This is an optimization exercise on Yosys and OpenROAD, whose aim is small area and a short achievable clock period, not a production implementation. Only simulation tests tie the RTL to the original design; equivalence was not proved. Power is estimated from default activity; no workload was simulated.

## ula_top
module ula_top (
    input         clk,
    input  [31:0] in1,
    input  [31:0] in2,
    input  [4:0]  op,
    output [31:0] result,
    output        zero
);
Size in the first run: about 1000 cells after synthesis, about 100 flip-flops, ~100 I/O pins.
clock: 5.5 ns
lec_check: 0
cap_margin: 20
core_margin: 2
core_utilization: 60
setup_slack_margin: 2.9
slew_margin: 20
tns_end_percent: 5
standard.sh (not shown) runs the stock make flow with config.mk's settings and CLKGATE_MAP_FILE= SYNTH_SCRIPT=/design/flow/synth_recipe.tcl, a recipe that flattens the netlist after the stock synthesis.
==> flow/flow/run.sh <==
#!/bin/bash
# Own layout flow: the standard flow (standard.sh) with two changes:
#  - synthesis maps the logic with the ABC script in flow/abc.script
#    (registers are mapped by the standard steps, unchanged);
#  - the port buffers are plain buf_1 cells.
# Each tool's output goes to a log file in this folder.
set -euo pipefail
HERE=$(pwd)
# synthesis script: the standard one, with ORFS's synth.tcl calling abc with our script
sed "s#log_cmd abc {\*}\$abc_args#set abc_args [lreplace \$abc_args 1 1 $HERE/flow/abc.script]\n  log_cmd abc {*}\$abc_args#" \
    "$FLOW_HOME/scripts/synth.tcl" > "$HERE/synth_own.tcl"
grep -q "flow/abc.script" "$HERE/synth_own.tcl"
sed "s#source \$::env(SCRIPTS_DIR)/synth.tcl#source $HERE/synth_own.tcl#" synth_recipe.tcl > synth_recipe_own.tcl
grep -q "synth_own.tcl" synth_recipe_own.tcl
export BUFFER_PORTS_ARGS="-buffer_cell sky130_fd_sc_hd__buf_1"
bash standard.sh SYNTH_SCRIPT="$HERE/synth_recipe_own.tcl" finish > standard.log 2>&1
==> flow/flow/abc.script <==
&get -n
&st
&dch
&nf -D 1500
&put
buffer -c
topo
stime -c
upsize -c
dnsize -c
Rerun with:
- CORE_UTILIZATION: 60 -> 70
- CTS_BUF_LIST: unset -> sky130_fd_sc_hd__clkbuf_8
- TNS_END_PERCENT: 5 -> unset
What happened: Setup slack loses 0.21 ns. Synthesized cell count stays the same. Register-to-register slack is worse by 0.21 ns. Cell count goes down by 2.3%. Power drops by 3.4%. Cell area is lower by 0.32%. Count of clock-buffer cells in the layout is unchanged.
Rerun with:
- CORE_UTILIZATION: 70 -> 60
- CTS_CLUSTER_SIZE: unset -> 12
=> Final cell count rose by 2.4%. Utilization drops by 13 points. Worst hold slack gets better by 0.037 ns. Sequential share of layout area barely changes. First-iteration DRC count goes down by 24%. Register-to-register slack improved by 0.33 ns. Synthesized area does not change. Routed wire length decreases by 3.8%.
Rerun with:
- CORE_UTILIZATION: 60 -> 40
- CTS_CLUSTER_SIZE: 12 -> unset
What happened: The changed run finished with timing, DRC and antenna clean; flip-flop and latch count stays the same; sequential power barely changes; count of clock-buffer cells in the layout is unchanged; total power came out higher by 3.1%.

---

## job 101
ula_top again, from the RTL that the note above started with.
export LEC_CHECK = 0
export CAP_MARGIN = 20
export CORE_MARGIN = 2
export CORE_UTILIZATION = 60
export CTS_BUF_LIST = sky130_fd_sc_hd__clkbuf_8
export SETUP_SLACK_MARGIN = 3.0
export SLEW_MARGIN = 20
create_clock -name core_clock -period 5.5 [get_ports {clk}]
==> flow/flow/abc.script <==
&get -n
&st
&dch
&nf -p -R 100
&put
buffer -c
topo
stime -c
upsize -c
dnsize -c
Scripts as last shown in full above: flow/flow/run.sh
Job 101 finished every step from synthesis to the final layout, and the layout passed the timing, DRC and antenna checks.
[inputs] job 102 vs job 101
Settings: removing CTS_BUF_LIST (formerly sky130_fd_sc_hd__clkbuf_8); changing SETUP_SLACK_MARGIN from 3.0 to 2.9; changing CORE_UTILIZATION from 60 to 50.
==> flow/flow/abc.script <==
&get -n
&st
&dch
&nf -D 1500
&put
buffer -c
topo
stime -c
upsize -c
dnsize -c
[summary]
Job 102 does worse than job 101 on highest clock rate.
Setup WNS job 101 -> job 102: worse
Job 101 vs job 102, worst setup path startpoint: result_q[2] vs a_q[7]
Job 102 ended up with a higher synthesized area divided by synthesized cell count than job 101 did.
Changes in job 103 relative to job 102:
Settings: CORE_UTILIZATION: 50 -> 40.
## What came out
Job 103 vs job 102, part of the total power dissipated in the clock network went up by 1.0 points.
From job 102 to job 103 the numbers moved as follows: switching power share of the total fell 1.1 points, cell internal power dissipation rose by 5.1%.
Looking at max-slew headroom at the worst pin across both flows, job 103 is the stronger of the two, with job 102 trailing.
[compare] base=job 102 new=job 103: area of the multi-input gates went down 0.54%; via count saw little to no change; via count of the first global-routing pass moved up.
For job 104, these inputs were changed with respect to job 103:
Settings: an added CTS_BUF_LIST of sky130_fd_sc_hd__clkbuf_8; a change of CORE_UTILIZATION from 40 to 60.
==> flow/flow/abc.script <==
&get -n
&st
&dch
&nf -p -R 25
&put
buffer -c
topo
stime -c
upsize -c
dnsize -c
==> run notes <==
Job 104: PASS, flow complete, no timing, DRC or antenna violations. From job 103 to job 104 the numbers moved as follows: global-route met1 utilization increased 12 points, global-route usage climbed 10 points, non-clock buffer instance count of the final layout fell about 0.8%, via count up 246. Job 104 ended up with a higher switching portion of total power than job 103 did.

==> re-timing with driven ports <==
The flow's constraints put no driver on any port. The routed layouts listed below were extracted and timed again, unchanged, in two steps.
Step 1: set_driving_cell puts a clkbuf_16 on clk and a buf_2 on each other input, an assumption about the parent block.
Step 2 times the ports against the registers' clock, not the clock port: input delays grow and output delays shrink by t, the midpoint of the rising clock arrivals with the driver on.
Three values: ideal, step 1, step 2; two values: the first two.
run | t (ns) | setup slack, ns | worst data-port slew with drivers (ns)
the first run of note 1 | 0.410 | 2.826 / 2.826 / 2.634 | 0.04
the second run of note 1 | 0.435 | 2.616 / 2.616 / 2.553 | 0.04
the third run of note 1 | 0.448 | 2.945 / 2.906 / 2.621 | 0.04
the fourth run of note 1 | 0.437 | 2.927 / 2.927 / 2.570 | 0.04
job 101 | 0.448 | 2.939 / 2.899 / 2.507 | 0.06
job 102 | 0.401 | 2.882 / 2.882 / 2.590 | 0.05
job 103 | 0.405 | 2.942 / 2.945 / 2.560 | 0.04
job 104 | 0.442 | 2.959 / 2.923 / 2.515 | 0.05
After both steps setup and hold are still met in every run listed. The setup slack of job 104, which loses most, moves by -0.036 ns with the drivers and by -0.444 ns with both steps.
